Context: an optimization exercise on an open-source flow, tuned for small area. The choices shown serve that exercise and are no tape-out recipe.
The RTL was checked by simulation tests, not by an equivalence proof against the original design.
No activity file was given, so power comes from the tool's default toggle rates.

==> module arb_cache, before the edit <==
module arb_cache (
    input  logic           clk,
    input  logic           reset,
    input  logic           clear_cache,
    input  logic           query_req_valid,
    input  logic [31 : 0]  query_req_ip,
    input  logic           query_hold,
    output logic           query_rsp_valid,
    output logic           query_rsp_err,
    output logic [47 : 0]  query_rsp_mac,
    input  logic           write_req_valid,
    input  logic [31 : 0]  write_req_ip,
    input  logic [47 : 0]  write_req_mac
);
    localparam ADDRW = 5;
    localparam ENTW  = 1 + 27 + 48;
    logic mem_write;
    logic query_ip_valid_r, query_ip_valid_n;
    logic query_req_ready_r;
    logic query_rsp_valid_r;
    logic query_rsp_err_r, query_rsp_err_n;
    logic write_ip_valid_r, write_ip_valid_n;
    logic write_req_ready_r;
    logic clear_cache_r, clear_cache_n;
    logic [ADDRW-1 : 0] wr_ptr_r, wr_ptr_n;
    logic [47 : 0]      query_rsp_mac_r;
    assign query_rsp_valid = query_rsp_valid_r;
    assign query_rsp_err   = query_rsp_err_r;
    assign query_rsp_mac   = query_rsp_mac_r;
    logic [31 : 0] query_req_hash;
    logic [31 : 0] write_req_hash;
    lfsr #(
        .POLY_EQU(32'h4c11db7),
        .LSFRW(32),
        .LSFR_Config("G"),
        .LSFR_FEED_FORWARD(0),
        .REVERSE(1),
        .DATAW(32)
    ) rd_hash (
        .data_in(query_req_ip),
        .state_in(32'hffffffff),
        .data_out(),
        .state_out(query_req_hash)
    );
    lfsr #(
        .POLY_EQU(32'h4c11db7),
        .LSFRW(32),
        .LSFR_Config("G"),
        .LSFR_FEED_FORWARD(0),
        .REVERSE(1),
        .DATAW(32)
    ) wr_hash (
        .data_in(write_req_ip),
        .state_in(32'hffffffff),
        .data_out(),
        .state_out(write_req_hash)
    );
    logic [ENTW-1 : 0] mem [0 : (1 << ADDRW) - 1];
    logic [ENTW-1 : 0] rdata;
    assign rdata = mem[query_req_hash[ADDRW-1 : 0]];
    always @(posedge clk) begin
        if (mem_write)
            mem[wr_ptr_r] <= {!clear_cache_r, write_req_ip[31:5], write_req_mac};
    end
    logic query_hit;
    assign query_hit = rdata[ENTW-1] && rdata[ENTW-2 : 48] == query_req_ip[31:5];
    always_comb begin
        mem_write = 1'b0;
        wr_ptr_n  = wr_ptr_r;
        clear_cache_n = clear_cache_r | clear_cache;
        query_ip_valid_n = query_ip_valid_r;
        query_rsp_err_n  = query_rsp_err_r;
        if (query_ip_valid_r) begin
            query_ip_valid_n = 1'b0;
            query_rsp_err_n  = !query_hit;
        end
        if (query_req_valid && query_req_ready_r)
            query_ip_valid_n = 1'b1;
        write_ip_valid_n = write_ip_valid_r;
        if (write_ip_valid_r) begin
            write_ip_valid_n = 1'b0;
            mem_write        = 1'b1;
        end
        if (write_req_valid && write_req_ready_r) begin
            write_ip_valid_n = 1'b1;
            wr_ptr_n         = write_req_hash[ADDRW-1 : 0];
        end
        if (clear_cache) begin
            clear_cache_n = 1'b1;
            wr_ptr_n      = '0;
        end else if (clear_cache_r) begin
            wr_ptr_n      = wr_ptr_r + 1'b1;
            clear_cache_n = wr_ptr_n != '0;
            mem_write     = 1'b1;
        end
    end
    always @(posedge clk) begin
        if (reset) begin
            query_ip_valid_r  <= 1'b0;
            query_req_ready_r <= 1'b0;
            query_rsp_valid_r <= 1'b0;
            write_ip_valid_r  <= 1'b0;
            write_req_ready_r <= 1'b0;
            clear_cache_r     <= 1'b0;
            wr_ptr_r          <= '0;
        end else begin
            query_ip_valid_r  <= query_ip_valid_n;
            query_req_ready_r <= !clear_cache;
            query_rsp_valid_r <= query_ip_valid_r;
            write_ip_valid_r  <= write_ip_valid_n;
            write_req_ready_r <= !(clear_cache_r | clear_cache);
            clear_cache_r     <= clear_cache_n;
            wr_ptr_r          <= wr_ptr_n;
        end
        query_rsp_err_r <= query_rsp_err_n;
        if (!query_hold)
            query_rsp_mac_r <= rdata[47:0];
    end
endmodule
export LEC_CHECK = 0
export CAP_MARGIN = 20
export CORE_MARGIN = 2
export CORE_UTILIZATION = 40
export SLEW_MARGIN = 20
create_clock -name core_clock -period 10.0 [get_ports {clk}]
standard.sh (not shown) runs the stock make flow with config.mk's settings and CLKGATE_MAP_FILE= SYNTH_SCRIPT=/design/flow/synth_recipe.tcl, a recipe that flattens the netlist after the stock synthesis.
==> flow/flow/run.sh <==
#!/bin/bash
# Layout flow: the standard flow (standard.sh, unchanged synthesis, floorplan,
# power grid and routing) with two placement/CTS choices changed:
#  - the port buffers that global placement inserts on every input and output
#    are sky130_fd_sc_hd__buf_1 instead of the resizer's default choice;
#  - clock tree synthesis clusters up to 30 sinks within 60 um per leaf buffer and
#    inserts no dummy loads.
# make's full output goes to flow_make.log here; ORFS's per-step logs are under
# orfs/logs/.
set -euo pipefail
export BUFFER_PORTS_ARGS="-buffer_cell sky130_fd_sc_hd__buf_1"
export CTS_ARGS="-sink_clustering_enable -repair_clock_nets -dont_use_dummy_load -sink_clustering_size 30 -sink_clustering_max_diameter 60"
bash standard.sh finish > flow_make.log 2>&1
Edit:
--- a/flow/design.v
+++ b/flow/design.v
@@ -250,13 +250,20 @@
         .state_in(32'hffffffff),
         .data_out(),
         .state_out(write_req_hash)
     );
     logic [ENTW-1 : 0] mem [0 : (1 << ADDRW) - 1];
     logic [ENTW-1 : 0] rdata;
-    assign rdata = mem[query_req_hash[ADDRW-1 : 0]];
+    logic [(1 << ADDRW) - 1 : 0] rsel;
+    always_comb begin
+        for (int i = 0; i < (1 << ADDRW); i++)
+            rsel[i] = query_req_hash[ADDRW-1 : 0] == i[ADDRW-1 : 0];
+        rdata = '0;
+        for (int i = 0; i < (1 << ADDRW); i++)
+            rdata = rdata | ({ENTW{rsel[i]}} & mem[i]);
+    end
     always @(posedge clk) begin
         if (mem_write)
             mem[wr_ptr_r] <= {!clear_cache_r, write_req_ip[31:5], write_req_mac};
     end
     logic query_hit;
     assign query_hit = rdata[ENTW-1] && rdata[ENTW-2 : 48] == query_req_ip[31:5];
Result:
- via count is higher by 3.1%
- register-to-register slack degrades by 0.52 ns
- critical path depth climbs by 1
- clock skew climbs by 0.027 ns
- area after synthesis shrinks by 4.6%
- global-route usage came out higher by 3.9 points
- cell area drops by 3.9%
- clock power fell by about 1%
- maximum frequency goes down by 8.0%
- combinational power is lower by 58%
- total power goes down by 20%
- sequential power stays flat

## what the ideal ports hide
The results above use ideal ports. As a check the final layouts listed here were re-extracted and re-timed, cells and wires unchanged. Step 1, drivers: a clkbuf_16 drives clk and a buf_2 each remaining input, both assumed. Step 2 adds t to the input delays and takes it off the output delays; t is the mean of the earliest and latest rising clock arrival at the registers after step 1. Input paths then give back, and output paths get back, about the clock's delay inside the block. Three values: ideal, step 1, step 2; two values: the first two.
run | shift t [ns] | setup slack, ns | worst hold slack (ns) | worst data-port slew with drivers (ns)
the first run | 0.994 | 2.516 / 2.601 / 1.607 | 0.402 / 0.402 / 0.402 | 0.34
the second run | 0.997 | 1.862 / 1.941 / 0.944 | 0.394 / 0.394 / 0.394 | 0.35
After both steps every run listed still meets setup and hold. For the second run, which loses most, drivers alone change the setup slack by +0.079 ns; drivers and shift together by -0.918 ns.
